From an optimization exercise on the open Yosys and OpenROAD flow, aimed at small area and a short achievable clock period; shortcuts taken in it are not production practice.
RTL that was checked went through simulation tests only; none was proved equivalent to the original.
Function not checked in runs 2 and 3: the RTL went through the layout flow alone.
Power and IR drop assume default switching activity.

==> flow/design.v, too long to show whole: its modules and the start of the top module <==
// module half_adder: 9 lines
// module full_adder_one_bit: 12 lines
// module full_adder_four_bit: 13 lines
// module full_adder_sixteen_bit: 13 lines
// module full_adder_thirtytwo_bit: 12 lines
// module and_thirtytwo_bit: 12 lines
// module or_thirtytwo_bit: 12 lines
// module xor_thirtytwo_bit: 12 lines
// module multiplier: 7 lines
// module multiplier_core: 1734 lines
// module divider: 36 lines
// module div_stage1: 1248 lines
// module div_stage2: 1247 lines
// module arithmetic_logic_unit: 26 lines
// module ALU_control: 9 lines
// module control: 23 lines
// module program_counter: 11 lines
// module register_files: 63 lines
// module rf_read: 10 lines
// module sign_extension: 6 lines
// module shift_register_from_sign_extension: 6 lines
// module shift_register_from_instruction_memory: 6 lines
// module mux_2x1: 8 lines
// module and_gate: 7 lines
// module top_CPU_Design: 68 lines
module top_CPU_Design(
    output logic [31:0] topPCOut,
    input logic clk,
    input logic rst,
    input logic [31:0] instr,
    output logic [31:0] dmem_addr,
    output logic [31:0] dmem_wdata,
    output logic dmem_we,
    output logic dmem_re,
    input logic [31:0] dmem_rdata
    );
  // ...
==> flow/flow/run.sh <==
#!/bin/bash
# The standard layout (standard.sh) with these changes:
# - synthesis: flow/synth.tcl, the standard synthesis with the divider row
#   blocks and the multiplier mapped by ABC area scripts (see synth.tcl);
# - the ports are buffered by buf_2 cells instead of the default delay
#   buffers;
# - clock tree synthesis clusters up to 22 flip-flops per clkbuf_16 leaf
#   buffer, without dummy loads.
# ORFS writes each tool's log under orfs/logs; make's output is in
# standard.log.
set -euo pipefail
F=$(pwd)/flow
export SYNTH_KEEP_MODULES="div_stage1 div_stage2 multiplier rf_read"
export MY_ABC_MAP="div_stage1=$F/area_a.script div_stage2=$F/area_a.script multiplier=$F/area_a.script rf_read=$F/area_b.script"
export BUFFER_PORTS_ARGS="-buffer_cell sky130_fd_sc_hd__buf_2"
export CTS_ARGS="-sink_clustering_enable -repair_clock_nets -sink_clustering_size 22 -sink_clustering_max_diameter 70 -buf_list sky130_fd_sc_hd__clkbuf_16 -dont_use_dummy_load"
bash standard.sh SYNTH_SCRIPT=$F/synth.tcl finish > standard.log 2>&1
==> flow/flow/area_a.script <==
strash
dch
map -a
topo
stime -c
==> flow/flow/area_b.script <==
strash
&get -n
&st
&dch
&nf -a
&put
topo
stime -c
==> flow/flow/synth.tcl <==
# The standard synthesis (synth_recipe.tcl: ORFS synth.tcl without the fsm
# and share passes, then flattened and renamed), with one change: the
# divider's two row blocks and the multiplier are kept as separate modules
# through technology mapping (SYNTH_KEEP_MODULES) and mapped by ABC with the
# area scripts named in MY_ABC_MAP; the rest of the design is mapped with
# ORFS's standard script as before. Flip-flops are mapped before ABC and are
# the same cells, with the same names, as in the standard synthesis.
proc synth {args} { yosys synth -nofsm -noshare {*}$args }
proc abc {args} {
  set i [lsearch -exact $args -script]
  set d [lsearch -exact $args -D]
  set base $args
  if {$d >= 0} { set base [lreplace $base $d [expr {$d+1}]] }
  foreach item $::env(MY_ABC_MAP) {
    lassign [split $item =] m scr
    yosys abc {*}[lreplace $base $i [expr {$i+1}] -script $scr] $m
  }
  yosys abc {*}$args $::env(DESIGN_NAME)
}
source $::env(SCRIPTS_DIR)/synth.tcl
# left out here: clear keep_hierarchy, flatten, clean up, hide names made inside functions, write 1_2_yosys.v
==> flow/standard.sh <==
#!/bin/bash
# synth_recipe.tcl (not shown) runs the flow's synth.tcl, then flattens the netlist and writes it again
# the make line also repeats each setting of config.mk as NAME=value (left out here)
make -C /OpenROAD-flow-scripts/flow DESIGN_CONFIG=/design/flow/config.mk WORK_HOME=/design/flow/orfs CLKGATE_MAP_FILE= SYNTH_SCRIPT=/design/flow/synth_recipe.tcl "${@:-finish}"
==> flow/config.mk <==
export PLATFORM = sky130hd
export DESIGN_NAME = top_CPU_Design
export DESIGN_NICKNAME = top_CPU_Design
export VERILOG_FILES = /design/flow/design.v
export SDC_FILE = /design/flow/constraint.sdc
export NUM_CORES = 8
export LEC_CHECK = 0
export CAP_MARGIN = 20
export CORE_MARGIN = 2
export CORE_UTILIZATION = 40
export SETUP_SLACK_MARGIN = 5
export SLEW_MARGIN = 20
==> flow/constraint.sdc <==
create_clock -name core_clock -period 360.0 [get_ports {clk}]
set_input_delay 72.0000 -clock core_clock [delete_from_list [all_inputs] [get_ports {clk}]]
set_output_delay 72.0000 -clock core_clock [all_outputs]
set_load 0.01 [all_outputs]
==> impl_results.html, run 1 <==
<table>
<tr><th>Metric</th><th>Value</th></tr>
<tr><th colspan="2">Global routing</th></tr>
<tr><td>Maximum number of pins on one net before global-route repair</td><td>63</td></tr>
<tr><td>First-pass GRT wire length</td><td>486 mm</td></tr>
<tr><th colspan="2">Synthesis</th></tr>
<tr><td>Most frequent cells after synthesis</td><td>1291 x sky130_fd_sc_hd__nand2_1, 992 x sky130_fd_sc_hd__edfxtp_1, 880 x sky130_fd_sc_hd__xor2_1</td></tr>
<tr><td>Fraction of synthesized cell area in xor and xnor cells</td><td>0.136</td></tr>
<tr><td>Most used standard cell by instance count after synthesis</td><td>sky130_fd_sc_hd__nand2_1</td></tr>
<tr><td>Adder and majority cell fraction of the synthesized area</td><td>0.0875</td></tr>
<tr><td>Cell area after synthesis</td><td>82200 um2</td></tr>
<tr><td>Register area share after synthesis</td><td>0.412</td></tr>
<tr><td>Synth Flop Type</td><td>sky130_fd_sc_hd__edfxtp_1</td></tr>
<tr><td>Total number of yosys warnings</td><td>6</td></tr>
<tr><td>Number of synthesized flops with an enable pin</td><td>992</td></tr>
<tr><td>Post-synth ARST share</td><td>0.0525</td></tr>
<tr><th colspan="2">Final layout</th></tr>
<tr><td>Register with the highest flop count</td><td>u2.g.data</td></tr>
<tr><td>Largest contributor to cell area by class</td><td>multi-input gates</td></tr>
<tr><td>Count of filler cells inserted in the layout</td><td>between 15000 and 20000</td></tr>
<tr><td>Fraction of layout cells with a size suffix above 1</td><td>0.0871</td></tr>
<tr><td>Buffer count excluding the clock tree in the final layout</td><td>446</td></tr>
<tr><td>Diodes inserted</td><td>13</td></tr>
<tr><td>Layout sequential cell count</td><td>between 1000 and 1500</td></tr>
<tr><td>Sequential cell area share</td><td>0.374</td></tr>
<tr><th colspan="2">Route</th></tr>
<tr><td>WL/cell</td><td>29.8 um</td></tr>
<tr><td>Remaining DRCs</td><td>0</td></tr>
<tr><td>Vias after detailed routing</td><td>72700</td></tr>
<tr><td>Met1 Wirelength</td><td>about 130 mm</td></tr>
<tr><th colspan="2">STA</th></tr>
<tr><td>Final setup violating endpoints</td><td>0</td></tr>
<tr><td>Worst hold slack</td><td>460 ps</td></tr>
<tr><td>Final period util</td><td>0.416</td></tr>
<tr><td>RSZ-0062 raised after global routing</td><td>no</td></tr>
<tr><th colspan="2">CTS</th></tr>
<tr><td>Number of buffers inserted during clock tree synthesis</td><td>85</td></tr>
<tr><td>H-tree lvl count</td><td>3</td></tr>
<tr><th colspan="2">Floorplanning</th></tr>
<tr><td>IO Count</td><td>164</td></tr>
<tr><th colspan="2">Setup path</th></tr>
<tr><td>Worst R2R Start</td><td>u14.u1.s_nb[0]</td></tr>
<tr><td>Critical path's largest stage delay</td><td>570 ps</td></tr>
<tr><td>Critical path capture point</td><td>dmem_addr[31]</td></tr>
<tr><th colspan="2">Pwr</th></tr>
<tr><td>Design Power</td><td>a little over 600 uW</td></tr>
<tr><td>Power per standard cell area</td><td>6.85 nW/um2</td></tr>
<tr><td>Net switching fraction of the power</td><td>0.469</td></tr>
<tr><th colspan="2">Run status</th></tr>
<tr><td>Run status</td><td>no timing/DRC/antenna violations</td></tr>
<tr><th colspan="2">Placed design</th></tr>
<tr><td>RePlAce Congestion</td><td>1.04</td></tr>
<tr><td>Quantity of I/O buffers inserted on ports</td><td>161</td></tr>
<tr><th colspan="2">Worst hold path</th></tr>
<tr><td>Hold depth</td><td>1</td></tr>
</table>
==> module rf_read, before the edit <==
module rf_read(
    output logic [31:0] rd,
    input logic [31:0] sel,
    input logic [1023:0] data
    );
    always_comb begin
        rd = 32'd0;
        for (int k = 0; k < 32; k++) rd = rd | (data[32*k +: 32] & {32{sel[k]}});
    end
endmodule
==> run 2, diff against run 1 <==
--- a/flow/design.v
+++ b/flow/design.v
@@ -4517,6 +4517,12 @@
     );
-    always_comb begin
-        rd = 32'd0;
-        for (int k = 0; k < 32; k++) rd = rd | (data[32*k +: 32] & {32{sel[k]}});
+    logic [31:0] t [0:10];
+    logic [1055:0] dx;
+    logic [32:0] sx;
+    assign dx = {32'd0, data};
+    assign sx = {1'b0, sel};
+    for (genvar g = 0; g < 11; g++) begin : g_grp
+        assign t[g] = ~((dx[96*g +: 32] & {32{sx[3*g]}}) | (dx[96*g+32 +: 32] & {32{sx[3*g+1]}})
+                      | (dx[96*g+64 +: 32] & {32{sx[3*g+2]}}));
     end
+    assign rd = ~(t[0] & t[1] & t[2] & t[3] & t[4] & t[5] & t[6] & t[7] & t[8] & t[9] & t[10]);
 endmodule
--- a/flow/flow/run.sh
+++ b/flow/flow/run.sh
@@ -13,3 +13,3 @@
 export SYNTH_KEEP_MODULES="div_stage1 div_stage2 multiplier rf_read"
-export MY_ABC_MAP="div_stage1=$F/area_a.script div_stage2=$F/area_a.script multiplier=$F/area_a.script rf_read=$F/area_b.script"
+export MY_ABC_MAP="div_stage1=$F/area_a.script div_stage2=$F/area_a.script multiplier=$F/area_a.script rf_read=$F/area_c.script"
 export BUFFER_PORTS_ARGS="-buffer_cell sky130_fd_sc_hd__buf_2"
==> flow/flow/area_c.script (new file) <==
strash
dch
amap
topo
stime -c
==> run 2 against run 1 <==
Against the previous run: die area shrank 1.3%; critical path depth increased by 1; non-clock buffer count shrank 21; sequential share of layout area grew 0.46 points; maximum frequency shrank 0.23%; highest routed layer unchanged; register-to-register slack improved by 1100 ps; final cell count is 2.5% lower; synthesized area shrank 1.4%; critical path type unchanged; largest power group unchanged; clock power up 1%.
==> impl_results.html, run 2 <==
<table>
<tr><th>Metric</th><th>Value</th></tr>
<tr><th colspan="2">Setup path</th></tr>
<tr><td>Kind of start point of the critical path</td><td>primary input (unchanged)</td></tr>
<tr><td>Kind of end point of the critical path</td><td>output pin (unchanged)</td></tr>
<tr><td>Crit-path cells</td><td>buf_2 &gt; nand2b_1 &gt; nor3_2 &gt; buf_4 &gt; a222oi_1 &gt; nand4_1 &gt; a211oi_1 &gt; nand4_1 &gt; a211oi_1 &gt; nand3_1 &gt; nand2_1 &gt; o21ai_0 &gt; xnor2_1 &gt; ha_1 &gt; and3_1 &gt; a221o_1 &gt; a221o_1 &gt; a21o_1 &gt; a221oi_1 &gt; o21ai_0 &gt; xor2_1 &gt; buf_2 (was buf_2 &gt; or3b_2 &gt; nor3_2 &gt; buf_4 &gt; a22o_1 &gt; a221oi_1 &gt; nand4_1 &gt; or3_1 &gt; buf_4 &gt; a21oi_1 &gt; xor2_1 &gt; ha_1 &gt; nand2_1 &gt; o21bai_1 &gt; a21oi_1 &gt; o21ai_0 &gt; nor2b_1 &gt; a211o_1 &gt; a21oi_1 &gt; xnor2_1 &gt; buf_2)</td></tr>
<tr><td>Worst setup path class</td><td>primary input to output pin (unchanged)</td></tr>
<tr><td>Critical path's largest stage delay</td><td>550 ps (was 570 ps)</td></tr>
<tr><td>Largest driver fanout on the critical path</td><td>32 (unchanged)</td></tr>
<tr><td>Required arrival time at the worst endpoint</td><td>288000 ps (about the same)</td></tr>
<tr><td>Critical path data arrival time</td><td>78220 ps (was 77870 ps)</td></tr>
<tr><td>Worst Path Buf+Inv</td><td>3 (was 4)</td></tr>
<tr><td>Cell family with the largest share of critical-path delay</td><td>compound AO/OA/AOI/OAI gates (was simple AND/OR/NAND/NOR gates)</td></tr>
<tr><td>CP max stage cell</td><td>sky130_fd_sc_hd__nand3_1 (was sky130_fd_sc_hd__or3b_2)</td></tr>
<tr><th colspan="2">Floorplanning</th></tr>
<tr><td>Core Area</td><td>202000 um2 (was 204000 um2)</td></tr>
<tr><td>Starting Density</td><td>0.402 (about the same)</td></tr>
<tr><td>Die height</td><td>454 um (was 457 um)</td></tr>
<tr><td>Width of the die</td><td>454 um (was 457 um)</td></tr>
<tr><td>Total die area</td><td>206000 um2 (was 209000 um2)</td></tr>
<tr><td>Std-Cell Rows</td><td>165 (was 166)</td></tr>
<tr><td>IO Count</td><td>164 (unchanged)</td></tr>
<tr><th colspan="2">Worst hold path</th></tr>
<tr><td>Min-delay worst type</td><td>flip-flop to flip-flop (unchanged)</td></tr>
<tr><th colspan="2">Final layout</th></tr>
<tr><td>Fraction of layout cells with a size suffix above 1</td><td>0.0879 (was 0.0871)</td></tr>
<tr><td>Flip-flop count of the largest register after layout</td><td>992 (unchanged)</td></tr>
<tr><td>Register with the highest flop count</td><td>u2.g.data (unchanged)</td></tr>
<tr><td>Layout net count</td><td>8946 (was 9217)</td></tr>
<tr><td>Commonest non-fill, non-tap cell in the layout</td><td>sky130_fd_sc_hd__nand2_1 (unchanged)</td></tr>
<tr><td>Top flop regs</td><td>u2.g.data x992, u14.u1.s_nb x32, u2.pend_data x32 (unchanged)</td></tr>
<tr><td>End-of-flow core utilization</td><td>0.442 (was 0.443)</td></tr>
<tr><td>Commonest cells after routing, fill and taps aside</td><td>1291 x sky130_fd_sc_hd__nand2_1, 992 x sky130_fd_sc_hd__edfxtp_1, 880 x sky130_fd_sc_hd__xor2_1 (unchanged)</td></tr>
<tr><td>Synth-to-layout area growth</td><td>10.2% (was 10.0%)</td></tr>
<tr><th colspan="2">CTS</th></tr>
<tr><td>Number of buffers inserted by hold repair at cts</td><td>0 (unchanged)</td></tr>
<tr><td>Clock input transition at the sequential cells of the worst setup and hold paths</td><td>40 ps (was 60 ps)</td></tr>
<tr><td>Cell chosen for the clock root</td><td>sky130_fd_sc_hd__clkbuf_16 (unchanged)</td></tr>
<tr><td>Number of buffers added for setup after CTS</td><td>0 (unchanged)</td></tr>
<tr><td>Clock insertion delay at the later pin of the skew report</td><td>780 ps (was 750 ps)</td></tr>
<tr><td>Number of resized instances in the post-cts repair step</td><td>0 (unchanged)</td></tr>
<tr><td>Number of buffers inserted during clock tree synthesis</td><td>89 (was 85)</td></tr>
<tr><td>Clock sink total</td><td>1180 (unchanged)</td></tr>
<tr><td>TritonCTS clock tree</td><td>built (unchanged)</td></tr>
<tr><td>Maximum buffer depth of the clock tree</td><td>3 (unchanged)</td></tr>
<tr><td>H-tree lvl count</td><td>3 (unchanged)</td></tr>
<tr><th colspan="2">Synthesis</th></tr>
<tr><td>Post-synth ARST share</td><td>0.0525 (unchanged)</td></tr>
<tr><td>Most used standard cell by instance count after synthesis</td><td>sky130_fd_sc_hd__nand2_1 (unchanged)</td></tr>
<tr><td>Mean instance size in the synthesized netlist</td><td>9.96 um2 (was 9.80 um2)</td></tr>
<tr><td>Cells after synthesis</td><td>8137 (was 8391)</td></tr>
<tr><td>Synth top area cells</td><td>sky130_fd_sc_hd__edfxtp_1 37%, sky130_fd_sc_hd__xor2_1 9.5%, sky130_fd_sc_hd__a222oi_1 6.5% (was sky130_fd_sc_hd__edfxtp_1 36%, sky130_fd_sc_hd__xor2_1 9.4%, sky130_fd_sc_hd__fa_1 6.0%)</td></tr>
<tr><td>Total number of yosys warnings</td><td>7 (was 6)</td></tr>
<tr><td>Post-synthesis cell type with the largest combined area</td><td>sky130_fd_sc_hd__edfxtp_1 (unchanged)</td></tr>
<tr><td>Synth Flop Type</td><td>sky130_fd_sc_hd__edfxtp_1 (unchanged)</td></tr>
<tr><td>Fraction of post-synthesis cell area in the top cell type by area</td><td>0.367 (was 0.362)</td></tr>
<tr><td>Yosys reg bits</td><td>1180 (unchanged)</td></tr>
<tr><td>Distinct cell type count of the synthesized netlist</td><td>75 (unchanged)</td></tr>
<tr><td>Number of synthesized flops with an enable pin</td><td>992 (unchanged)</td></tr>
<tr><td>Register area share after synthesis</td><td>0.418 (was 0.412)</td></tr>
<tr><td>Most frequent cells after synthesis</td><td>1291 x sky130_fd_sc_hd__nand2_1, 992 x sky130_fd_sc_hd__edfxtp_1, 880 x sky130_fd_sc_hd__xor2_1 (unchanged)</td></tr>
<tr><td>Cell area after synthesis</td><td>81100 um2 (was 82200 um2)</td></tr>
<tr><th colspan="2">STA</th></tr>
<tr><td>Clock skew after layout</td><td>145 ps (was 133 ps)</td></tr>
<tr><td>Final period util</td><td>0.417 (was 0.416)</td></tr>
<tr><td>Setup_tns</td><td>0 ps (unchanged)</td></tr>
<tr><td>Final setup violating endpoints</td><td>0 (unchanged)</td></tr>
<tr><td>Final hold violation count</td><td>0 (unchanged)</td></tr>
<tr><td>Number of max-slew violations in the final report</td><td>0 (unchanged)</td></tr>
<tr><td>Worst slew margin</td><td>0.177 (was 0.216)</td></tr>
<tr><td>Slew @ Worst Pin</td><td>1220 ps (was 1180 ps)</td></tr>
<tr><td>RSZ-0062 raised after global routing</td><td>no (unchanged)</td></tr>
<tr><td>Minimum clock period after layout</td><td>150220 ps (was 149870 ps)</td></tr>
<tr><td>Maximum clock rate</td><td>6.66 MHz (was 6.67 MHz)</td></tr>
<tr><th colspan="2">Global routing</th></tr>
<tr><td>GRT Total Usage</td><td>0.285 (was 0.316)</td></tr>
<tr><td>First-pass GRT wire length</td><td>442 mm (was 486 mm)</td></tr>
<tr><td>Number of antenna violations at the first check in global routing</td><td>11 (was 30)</td></tr>
<tr><td>Vias in the first global route</td><td>67000 (was 69500)</td></tr>
<tr><td>Global-route congestion overflow total</td><td>0 (unchanged)</td></tr>
<tr><td>Maximum number of pins on one net before global-route repair</td><td>64 (was 63)</td></tr>
<tr><th colspan="2">Route</th></tr>
<tr><td>Overall routed net length</td><td>303 mm (was 341 mm)</td></tr>
<tr><td>Remaining DRCs</td><td>0 (unchanged)</td></tr>
<tr><td>WL/cell</td><td>27.1 um (was 29.8 um)</td></tr>
<tr><td>Vias after detailed routing</td><td>70300 (was 72700)</td></tr>
<tr><td>Avg Vias per Cell</td><td>6.30 (was 6.35)</td></tr>
<tr><td>Routed Antenna Nets</td><td>0 (unchanged)</td></tr>
<tr><td>1st-pass router iterations</td><td>14 (was 10)</td></tr>
<tr><td>Starting DRT DRC Count</td><td>11500 (was 8869)</td></tr>
<tr><th colspan="2">Pwr</th></tr>
<tr><td>Seq pwr share</td><td>0.263 (was 0.261)</td></tr>
<tr><td>Internal power</td><td>331 uW (was 329 uW)</td></tr>
<tr><td>Switching component of the power</td><td>283 uW (was 291 uW)</td></tr>
<tr><td>Clock network power share</td><td>0.145 (was 0.142)</td></tr>
<tr><td>Power per standard cell area</td><td>6.87 nW/um2 (was 6.85 nW/um2)</td></tr>
<tr><td>Design Power</td><td>614 uW (was 620 uW)</td></tr>
<tr><td>Leak Pwr</td><td>0.0313 uW (was 0.0315 uW)</td></tr>
<tr><td>Comb pwr share</td><td>0.591 (was 0.597)</td></tr>
<tr><td>Net switching fraction of the power</td><td>0.461 (was 0.469)</td></tr>
<tr><td>Highest ir drop seen on vdd</td><td>0.00892 mV (was 0.0105 mV)</td></tr>
<tr><th colspan="2">Run status</th></tr>
<tr><td>Run status</td><td>no timing/DRC/antenna violations (unchanged)</td></tr>
<tr><th colspan="2">Placed design</th></tr>
<tr><td>RePlAce Congestion</td><td>0.981 (was 1.04)</td></tr>
<tr><td>Quantity of I/O buffers inserted on ports</td><td>161 (unchanged)</td></tr>
<tr><td>Final HPWL from detailed placement</td><td>213 mm (was 231 mm)</td></tr>
<tr><th colspan="2">Job</th></tr>
<tr><td>Number of max-cap violations</td><td>0 (unchanged)</td></tr>
</table>
-- run 2: cell families (layout without fill, tap and decap cells) --
| kind of cell | after synthesis | in the layout | synth area share |
|---|---|---|---|
| mux | 26 | 26 | 0.00335 |
| fa+ha+maj | 433 | 433 | 0.0887 |
| simple gates | 2254 | 2254 | 0.120 |
| flops | 1180 | 1180 | 0.418 |
| buf+inv | 767 | 1104 | 0.0398 |
| other cells | 1 | 21 | 0.0000462 |
| compound gates | 2196 | 2196 | 0.192 |
| xor+xnor | 1280 | 1280 | 0.138 |
-- run 2: area by class of cell --
class	count	area [um2]
antenna	19	47.5
multi-input combinational	6191	44800
tap	2672	3340
timing repair buffer	425	2860
sequential	1180	33900
clock buffer	89	2230
fill	19100	113000
inverter	590	2220
-- run 2: power by group through the flow --
stage          clock network, uW  registers (uW)  logic [uW]
6_report                    89.1             162         363
4_1_cts                     90.5             162         362
3_3_place_gp                   0             165         354
2_1_floorplan                  0             164         295
3_5_place_dp                   0             165         360
-- run 2: worst paths after layout --
check                               start              to  slack [ps]  cells past startpoint
setup reg to reg           u14.u1.s_nb[0]  u14.u1.s_R[16]      216720                   1006
min in group asynchronous             rst   u2.g_reg[2].v       71530                      3
hold reg to reg            u2.g_reg[21].v  u2.g_reg[21].v         460                      1
hold / removal             u2.g_reg[21].v  u2.g_reg[21].v         460                      1
setup / recovery                instr[18]   dmem_addr[24]      209780                     22
max in group asynchronous             rst           pc[5]      287660                      3
-- run 2: per-layer routing --
layer | GRT usage | share of wire | wire, um | vias to the layer above
met5 | 0 | 0.00012 | 36 | -
met4 | 0.130 | 0.051 | 15500 | 6
met3 | 0.0612 | 0.11 | 34500 | 738
met2 | 0.447 | 0.44 | 135000 | 4345
met1 | 0.378 | 0.39 | 118000 | 34200
li1 | - | - | - | 31000
-- run 2: Yosys stat by module, one instance, submodules excluded --
| module | times used | flip-flops and latches | cells |
|---|---|---|---|
| top_CPU_Design | 1 | 1180 | 2780 |
| rf_read | 2 | 0 | 512 |
| multiplier | 1 | 0 | 1152 |
| div_stage1 | 1 | 0 | 1611 |
| div_stage2 | 1 | 0 | 1570 |
-- run 2: metrics by stage --
step,area [um2],hold slack (ps),setup slack (ps),std cells
6_report,89300,462,209780,11200
5_1_grt,89300,471,196800,11200
4_1_cts,89200,464,209900,11100
3_5_place_dp,87000,446,209930,11100
3_3_place_gp,86900,445,209910,11100
2_1_floorplan,81100,432,209700,8138
==> module divider, before the edit <==
module divider(
    output logic [31:0] result,
    input  logic clk,
    input  logic [31:0] divisorIn,
    input  logic [31:0] dividendIn
    );
    logic sx, sd, neg, fix;
    logic [31:0] a, b, nb;
    assign sx = dividendIn[31];
    assign sd = divisorIn[31];
    assign a = sx ? -dividendIn : dividendIn;
    assign b = sd ? -divisorIn : divisorIn;
    assign nb = ~b;
    assign neg = sx ^ sd;
    assign fix = (divisorIn == 32'd0) && a[31];
    logic [21:0] R1, q1;
    div_stage1 u_s1(.R(R1), .q(q1), .a(a), .nb(nb));
    logic [31:0] s_nb;
    logic [9:0] s_a;
    logic [21:0] s_R, s_q;
    logic s_neg, s_fix;
    always_ff @(posedge clk) begin
        s_nb <= nb;
        s_a <= a[9:0];
        s_R <= R1;
        s_q <= q1;
        s_neg <= neg;
        s_fix <= fix;
    end
    logic [9:0] q2;
    div_stage2 u_s2(.q(q2), .s_a(s_a), .s_R(s_R), .s_nb(s_nb));
    logic [31:0] q, qf;
    assign q = {s_q, q2};
    assign qf = {q[31:1], q[0] & ~s_fix};
    assign result = s_neg ? -qf : qf;
endmodule
==> run 3, diff against run 2 <==
--- a/flow/design.v
+++ b/flow/design.v
@@ -1850,11 +1850,6 @@
     );
-    logic sx, sd, neg, fix;
-    logic [31:0] a, b, nb;
-    assign sx = dividendIn[31];
-    assign sd = divisorIn[31];
-    assign a = sx ? -dividendIn : dividendIn;
-    assign b = sd ? -divisorIn : divisorIn;
-    assign nb = ~b;
-    assign neg = sx ^ sd;
-    assign fix = (divisorIn == 32'd0) && a[31];
+    logic neg, fix;
+    logic [31:0] a, nb;
+    div_abs u_abs(.a(a), .nb(nb), .neg(neg), .fix(fix), .divisorIn(divisorIn),
+        .dividendIn(dividendIn));
     logic [21:0] R1, q1;
@@ -1878,3 +1873,28 @@
     assign qf = {q[31:1], q[0] & ~s_fix};
-    assign result = s_neg ? -qf : qf;
+    div_negate u_neg(.result(result), .qf(qf), .neg(s_neg));
+endmodule
+module div_abs(
+    output logic [31:0] a,
+    output logic [31:0] nb,
+    output logic neg,
+    output logic fix,
+    input  logic [31:0] divisorIn,
+    input  logic [31:0] dividendIn
+    );
+    logic sx, sd;
+    logic [31:0] b;
+    assign sx = dividendIn[31];
+    assign sd = divisorIn[31];
+    assign a = sx ? -dividendIn : dividendIn;
+    assign b = sd ? -divisorIn : divisorIn;
+    assign nb = ~b;
+    assign neg = sx ^ sd;
+    assign fix = (divisorIn == 32'd0) && a[31];
+endmodule
+module div_negate(
+    output logic [31:0] result,
+    input  logic [31:0] qf,
+    input  logic neg
+    );
+    assign result = neg ? -qf : qf;
 endmodule
@@ -4517,12 +4537,6 @@
     );
-    logic [31:0] t [0:10];
-    logic [1055:0] dx;
-    logic [32:0] sx;
-    assign dx = {32'd0, data};
-    assign sx = {1'b0, sel};
-    for (genvar g = 0; g < 11; g++) begin : g_grp
-        assign t[g] = ~((dx[96*g +: 32] & {32{sx[3*g]}}) | (dx[96*g+32 +: 32] & {32{sx[3*g+1]}})
-                      | (dx[96*g+64 +: 32] & {32{sx[3*g+2]}}));
+    always_comb begin
+        rd = 32'd0;
+        for (int k = 0; k < 32; k++) rd = rd | (data[32*k +: 32] & {32{sel[k]}});
     end
-    assign rd = ~(t[0] & t[1] & t[2] & t[3] & t[4] & t[5] & t[6] & t[7] & t[8] & t[9] & t[10]);
 endmodule
--- a/flow/flow/run.sh
+++ b/flow/flow/run.sh
@@ -12,4 +12,4 @@
 F=$(pwd)/flow
-export SYNTH_KEEP_MODULES="div_stage1 div_stage2 multiplier rf_read"
-export MY_ABC_MAP="div_stage1=$F/area_a.script div_stage2=$F/area_a.script multiplier=$F/area_a.script rf_read=$F/area_c.script"
+export SYNTH_KEEP_MODULES="div_stage1 div_stage2 multiplier rf_read div_abs div_negate"
+export MY_ABC_MAP="div_stage1=$F/area_a.script div_stage2=$F/area_a.script multiplier=$F/area_a.script rf_read=$F/area_b.script div_abs=speed div_negate=speed"
 export BUFFER_PORTS_ARGS="-buffer_cell sky130_fd_sc_hd__buf_2"
--- a/flow/flow/synth.tcl
+++ b/flow/flow/synth.tcl
@@ -4,4 +4,4 @@
 # through technology mapping (SYNTH_KEEP_MODULES) and mapped by ABC with the
-# area scripts named in MY_ABC_MAP; the rest of the design is mapped with
-# ORFS's standard script as before. Flip-flops are mapped before ABC and are
+# scripts named in MY_ABC_MAP ("speed": ORFS's standard script); the rest
+# of the design is mapped with ORFS's standard script as before. Flip-flops are mapped before ABC and are
 # the same cells, with the same names, as in the standard synthesis.
@@ -15,3 +15,7 @@
     lassign [split $item =] m scr
-    yosys abc {*}[lreplace $base $i [expr {$i+1}] -script $scr] $m
+    if {$scr eq "speed"} {
+      yosys abc {*}$args $m
+    } else {
+      yosys abc {*}[lreplace $base $i [expr {$i+1}] -script $scr] $m
+    }
   }
removed: flow/flow/area_c.script
==> run 3 against run 2 <==
Against the previous run: utilization is 0.091 points lower; still clean on timing, DRC and antenna; non-clock buffer count increased by 9; critical path type unchanged; die area up 2.1%.
==> impl_results.html, run 3 <==
<table>
<tr><th>Metric</th><th>Value</th></tr>
<tr><th colspan="2">Floorplanning</th></tr>
<tr><td>Die height</td><td>459 um (was 454 um)</td></tr>
<tr><td>Core Area</td><td>205000 um2 (was 202000 um2)</td></tr>
<tr><td>IO Count</td><td>164 (unchanged)</td></tr>
<tr><td>Width of the die</td><td>459 um (was 454 um)</td></tr>
<tr><td>Total die area</td><td>211000 um2 (was 206000 um2)</td></tr>
<tr><td>Starting Density</td><td>0.403 (was 0.402)</td></tr>
<tr><td>Std-Cell Rows</td><td>166 (was 165)</td></tr>
<tr><th colspan="2">Run status</th></tr>
<tr><td>Run status</td><td>no timing/DRC/antenna violations (unchanged)</td></tr>
<tr><th colspan="2">STA</th></tr>
<tr><td>Clock skew after layout</td><td>114 ps (was 145 ps)</td></tr>
<tr><td>Worst hold slack</td><td>466 ps (was 462 ps)</td></tr>
<tr><td>Number of max-slew violations in the final report</td><td>0 (unchanged)</td></tr>
<tr><td>Minimum clock period after layout</td><td>150180 ps (was 150220 ps)</td></tr>
<tr><td>Maximum clock rate</td><td>6.66 MHz (about the same)</td></tr>
<tr><td>RSZ-0062 raised after global routing</td><td>no (unchanged)</td></tr>
<tr><td>Worst slew margin</td><td>0.278 (was 0.177)</td></tr>
<tr><td>Final setup violating endpoints</td><td>0 (unchanged)</td></tr>
<tr><td>Slew @ Worst Pin</td><td>1080 ps (was 1220 ps)</td></tr>
<tr><td>Final period util</td><td>0.417 (about the same)</td></tr>
<tr><td>Setup_tns</td><td>0 ps (unchanged)</td></tr>
<tr><td>Final hold violation count</td><td>0 (unchanged)</td></tr>
<tr><th colspan="2">Setup path</th></tr>
<tr><td>CP max stage cell</td><td>sky130_fd_sc_hd__o31ai_1 (was sky130_fd_sc_hd__nand3_1)</td></tr>
<tr><td>Kind of start point of the critical path</td><td>primary input (unchanged)</td></tr>
<tr><td>Critical R2R Capture</td><td>u14.u1.s_R[16] (unchanged)</td></tr>
<tr><td>Worst setup path startpoint</td><td>instr[17] (was instr[18])</td></tr>
<tr><td>Crit-path cells</td><td>buf_2 &gt; nand2b_1 &gt; or2_2 &gt; nor3_2 &gt; buf_4 &gt; a22o_1 &gt; a221oi_1 &gt; nand4_1 &gt; or3_1 &gt; buf_4 &gt; a21oi_1 &gt; xor2_1 &gt; ha_1 &gt; nand4_1 &gt; nor2_1 &gt; a211o_1 &gt; o31ai_1 &gt; o21ai_1 &gt; a21o_1 &gt; a21oi_1 &gt; xnor2_1 &gt; buf_2 (was buf_2 &gt; nand2b_1 &gt; nor3_2 &gt; buf_4 &gt; a222oi_1 &gt; nand4_1 &gt; a211oi_1 &gt; nand4_1 &gt; a211oi_1 &gt; nand3_1 &gt; nand2_1 &gt; o21ai_0 &gt; xnor2_1 &gt; ha_1 &gt; and3_1 &gt; a221o_1 &gt; a221o_1 &gt; a21o_1 &gt; a221oi_1 &gt; o21ai_0 &gt; xor2_1 &gt; buf_2)</td></tr>
<tr><td>Required arrival time at the worst endpoint</td><td>288000 ps (about the same)</td></tr>
<tr><td>Worst setup path class</td><td>primary input to output pin (unchanged)</td></tr>
<tr><td>Worst R2R Setup Slack</td><td>217170 ps (was 216720 ps)</td></tr>
<tr><td>Critical path capture point</td><td>dmem_addr[28] (was dmem_addr[24])</td></tr>
<tr><td>Cells on worst reg2reg path</td><td>1010 (was 1006)</td></tr>
<tr><td>Critical path data arrival time</td><td>78180 ps (was 78220 ps)</td></tr>
<tr><td>Worst R2R Start</td><td>u14.u1.s_nb[0] (unchanged)</td></tr>
<tr><td>Kind of end point of the critical path</td><td>output pin (unchanged)</td></tr>
<tr><td>Critical path's largest stage delay</td><td>610 ps (was 550 ps)</td></tr>
<tr><td>Largest driver fanout on the critical path</td><td>32 (unchanged)</td></tr>
<tr><th colspan="2">Pwr</th></tr>
<tr><td>Net switching fraction of the power</td><td>0.460 (was 0.461)</td></tr>
<tr><td>Comb pwr share</td><td>0.593 (was 0.591)</td></tr>
<tr><td>Seq pwr share</td><td>0.268 (was 0.263)</td></tr>
<tr><td>Leak Pwr</td><td>0.0316 uW (was 0.0313 uW)</td></tr>
<tr><td>Switching component of the power</td><td>278 uW (was 283 uW)</td></tr>
<tr><td>Highest ir drop seen on vdd</td><td>0.00711 mV (was 0.00892 mV)</td></tr>
<tr><td>Internal power</td><td>326 uW (was 331 uW)</td></tr>
<tr><td>Power per standard cell area</td><td>6.67 nW/um2 (was 6.87 nW/um2)</td></tr>
<tr><td>Clock network power share</td><td>0.139 (was 0.145)</td></tr>
<tr><th colspan="2">Global routing</th></tr>
<tr><td>Number of antenna violations at the first check in global routing</td><td>42 (was 11)</td></tr>
<tr><td>GRT Total Usage</td><td>0.294 (was 0.285)</td></tr>
<tr><td>First-pass GRT wire length</td><td>461 mm (was 442 mm)</td></tr>
<tr><td>Vias in the first global route</td><td>69600 (was 67000)</td></tr>
<tr><td>Global-route congestion overflow total</td><td>0 (unchanged)</td></tr>
<tr><td>Maximum number of pins on one net before global-route repair</td><td>63 (was 64)</td></tr>
<tr><th colspan="2">Placed design</th></tr>
<tr><td>Final HPWL from detailed placement</td><td>212 mm (was 213 mm)</td></tr>
<tr><td>Total cell area at the placement stage</td><td>88600 um2 (was 87000 um2)</td></tr>
<tr><td>RePlAce Congestion</td><td>1.02 (was 0.981)</td></tr>
<tr><td>Quantity of I/O buffers inserted on ports</td><td>161 (unchanged)</td></tr>
<tr><td>Count of placed standard cells including taps</td><td>11400 (was 11100)</td></tr>
<tr><th colspan="2">Final layout</th></tr>
<tr><td>Final cell count without fillers</td><td>11500 (was 11200)</td></tr>
<tr><td>Layout net count</td><td>9217 (was 8946)</td></tr>
<tr><td>Final instance area</td><td>90600 um2 (was 89300 um2)</td></tr>
<tr><td>Register with the highest flop count</td><td>u2.g.data (unchanged)</td></tr>
<tr><td>Synth-to-layout area growth</td><td>9.48% (was 10.2%)</td></tr>
<tr><td>Top flop regs</td><td>u2.g.data x992, u14.u1.s_nb x32, u2.pend_data x32 (unchanged)</td></tr>
<tr><td>End-of-flow core utilization</td><td>0.442 (about the same)</td></tr>
<tr><td>Commonest non-fill, non-tap cell in the layout</td><td>sky130_fd_sc_hd__nand2_1 (unchanged)</td></tr>
<tr><td>Flip-flop count of the largest register after layout</td><td>992 (unchanged)</td></tr>
<tr><td>Fraction of layout cells with a size suffix above 1</td><td>0.0860 (was 0.0879)</td></tr>
<tr><td>Commonest cells after routing, fill and taps aside</td><td>1298 x sky130_fd_sc_hd__nand2_1, 992 x sky130_fd_sc_hd__edfxtp_1, 870 x sky130_fd_sc_hd__xor2_1 (was 1291 x sky130_fd_sc_hd__nand2_1, 992 x sky130_fd_sc_hd__edfxtp_1, 880 x sky130_fd_sc_hd__xor2_1)</td></tr>
<tr><th colspan="2">CTS</th></tr>
<tr><td>Number of buffers added for setup after CTS</td><td>0 (unchanged)</td></tr>
<tr><td>Number of resized instances in the post-cts repair step</td><td>0 (unchanged)</td></tr>
<tr><td>Clock input transition at the sequential cells of the worst setup and hold paths</td><td>30 ps (was 40 ps)</td></tr>
<tr><td>Number of buffers inserted during clock tree synthesis</td><td>80 (was 89)</td></tr>
<tr><td>Cell chosen for the clock root</td><td>sky130_fd_sc_hd__clkbuf_16 (unchanged)</td></tr>
<tr><td>H-tree lvl count</td><td>3 (unchanged)</td></tr>
<tr><td>Number of buffers inserted by hold repair at cts</td><td>0 (unchanged)</td></tr>
<tr><td>Clock sink total</td><td>1180 (unchanged)</td></tr>
<tr><td>Clock insertion delay at the later pin of the skew report</td><td>750 ps (was 780 ps)</td></tr>
<tr><td>Maximum buffer depth of the clock tree</td><td>3 (unchanged)</td></tr>
<tr><td>TritonCTS clock tree</td><td>built (unchanged)</td></tr>
<tr><th colspan="2">Synthesis</th></tr>
<tr><td>Distinct cell type count of the synthesized netlist</td><td>86 (was 75)</td></tr>
<tr><td>Most frequent cells after synthesis</td><td>1298 x sky130_fd_sc_hd__nand2_1, 992 x sky130_fd_sc_hd__edfxtp_1, 879 x sky130_fd_sc_hd__xor2_1 (was 1291 x sky130_fd_sc_hd__nand2_1, 992 x sky130_fd_sc_hd__edfxtp_1, 880 x sky130_fd_sc_hd__xor2_1)</td></tr>
<tr><td>Synth top area cells</td><td>sky130_fd_sc_hd__edfxtp_1 36%, sky130_fd_sc_hd__xor2_1 9.3%, sky130_fd_sc_hd__fa_1 5.9% (was sky130_fd_sc_hd__edfxtp_1 37%, sky130_fd_sc_hd__xor2_1 9.5%, sky130_fd_sc_hd__a222oi_1 6.5%)</td></tr>
<tr><td>Number of synthesized flops with an enable pin</td><td>992 (unchanged)</td></tr>
<tr><td>Register area share after synthesis</td><td>0.409 (was 0.418)</td></tr>
<tr><td>Mean instance size in the synthesized netlist</td><td>9.84 um2 (was 9.96 um2)</td></tr>
<tr><td>Cell area after synthesis</td><td>82800 um2 (was 81100 um2)</td></tr>
<tr><td>Post-synthesis cell type with the largest combined area</td><td>sky130_fd_sc_hd__edfxtp_1 (unchanged)</td></tr>
<tr><td>Total number of yosys warnings</td><td>6 (was 7)</td></tr>
<tr><td>Most used standard cell by instance count after synthesis</td><td>sky130_fd_sc_hd__nand2_1 (unchanged)</td></tr>
<tr><td>Post-synth ARST share</td><td>0.0525 (unchanged)</td></tr>
<tr><td>Cells after synthesis</td><td>8414 (was 8137)</td></tr>
<tr><td>Yosys reg bits</td><td>1180 (unchanged)</td></tr>
<tr><td>Fraction of post-synthesis cell area in the top cell type by area</td><td>0.360 (was 0.367)</td></tr>
<tr><td>Synth Flop Type</td><td>sky130_fd_sc_hd__edfxtp_1 (unchanged)</td></tr>
<tr><th colspan="2">Worst hold path</th></tr>
<tr><td>Hold depth</td><td>1 (unchanged)</td></tr>
<tr><td>Min-delay worst type</td><td>flip-flop to flip-flop (unchanged)</td></tr>
<tr><th colspan="2">Route</th></tr>
<tr><td>Vias after detailed routing</td><td>72000 (was 70300)</td></tr>
<tr><td>1st-pass router iterations</td><td>6 (was 14)</td></tr>
<tr><td>Routed Antenna Nets</td><td>0 (unchanged)</td></tr>
<tr><td>Starting DRT DRC Count</td><td>8733 (was 11500)</td></tr>
<tr><td>WL/cell</td><td>27.9 um (was 27.1 um)</td></tr>
<tr><td>Overall routed net length</td><td>319 mm (was 303 mm)</td></tr>
<tr><td>Remaining DRCs</td><td>0 (unchanged)</td></tr>
<tr><td>Avg Vias per Cell</td><td>6.29 (was 6.30)</td></tr>
<tr><th colspan="2">Job</th></tr>
<tr><td>Number of max-cap violations</td><td>0 (unchanged)</td></tr>
</table>
run 3: worst min-delay path by stage:
stage | end | slack, ps | startpoint
final | u2.g_reg[9].v | 470 | u2.g_reg[9].v
after CTS | u2.g_reg[9].v | 470 | u2.g_reg[9].v
after floorplan | u2.g_reg[11].v | 430 | u2.g_reg[11].v
after detailed placement | u2.g_reg[30].v | 450 | u2.g_reg[30].v
after global placement | u2.g_reg[21].v | 450 | u2.g_reg[21].v
run 3: through the flow:
step	setup WS, ps	total power, uW
after floorplan	209330	458
after global placement	210070	516
after detailed placement	210080	523
after CTS	210060	606
after global routing	197250	651
final	209820	605
run 3: cell type report:
type                    instances  area [um2]
fillers                     19600      115000
diodes                         16        40.0
flip-flops and latches       1180       33900
well taps                    2688        3360
clock buffers                  80        2000
inverters                     590        2210
multi-input cells            6462       46300
repair buffers                434        2860
run 3: worst max-delay path: cells and delay by family:
family	cells	cell delay, ps
buffers and inverters	4	990
xor gates and xnor gates	2	310
AOI/OAI and AO/OA	8	2420
adders and majority gates	1	400
and+or+nand+nor	7	2010
run 3: modules after synthesis, one instance, submodules excluded:
| module | flops+latches | cell area, um2 | cells inside |
|---|---|---|---|
| top_CPU_Design | 1180 | 42600 | 2513 |
| multiplier | 0 | 10500 | 1151 |
| rf_read | 0 | 4960 | 640 |
| div_abs | 0 | 1440 | 190 |
| div_stage1 | 0 | 8860 | 1611 |
| div_negate | 0 | 777 | 99 |
| div_stage2 | 0 | 8750 | 1570 |
run 3: per-layer routing:
metal | vias to the layer above | GRT usage | share of wire
met5 | - | 0 | 0.00039
met4 | 20 | 0.170 | 0.066
met3 | 970 | 0.0672 | 0.10
met2 | 4048 | 0.468 | 0.45
met1 | 35400 | 0.367 | 0.38
li1 | 31600 | - | -
run 3: power groups by stage:
stage / Sequential [uW] / Clock (uW) / Combinational [uW]
after floorplan: 164 / 0 / 294
after global placement: 165 / 0 / 352
after detailed placement: 165 / 0 / 358
after CTS: 162 / 85.2 / 359
final: 162 / 84.3 / 358
run 3: cells by family after synthesis:
family / after synthesis / synth area share
compound gates: 2365 / 0.196
xor+xnor: 1281 / 0.136
fa+ha+maj: 433 / 0.0869
buf+inv: 773 / 0.0391
flops: 1180 / 0.409
mux: 47 / 0.00639
other cells: 1 / 0.0000453
simple gates: 2334 / 0.127

re-timing with driven ports:
Ports are ideal in the flow. The routed layouts listed here were re-timed in OpenROAD. Step 1 (the two cells are an assumption about what drives the block):
set clk [get_ports {clk}]
set_driving_cell -lib_cell sky130_fd_sc_hd__clkbuf_16 $clk
set_driving_cell -lib_cell sky130_fd_sc_hd__buf_2 [delete_from_list [all_inputs] $clk]
Step 2 times the ports against the registers' clock, not the clock port: input delays grow and output delays shrink by t, the midpoint of the rising clock arrivals with the driver on. Slacks: ideal / step 1 / step 2; pairs: ideal / step 1.
run	t, ns	setup slack, ns	slew at the worst register clock pin (ns)
run 1	0.774	210.126 / 210.104 / 210.104	0.09 / 0.09
run 2	0.790	209.782 / 209.750 / 209.750	0.09 / 0.09
run 3	0.779	209.819 / 209.798 / 209.798	0.09 / 0.09
After both steps setup and hold are still met in every run listed. The setup slack of run 2, which loses most, moves by -0.032 ns with the drivers and by -0.032 ns with both steps.
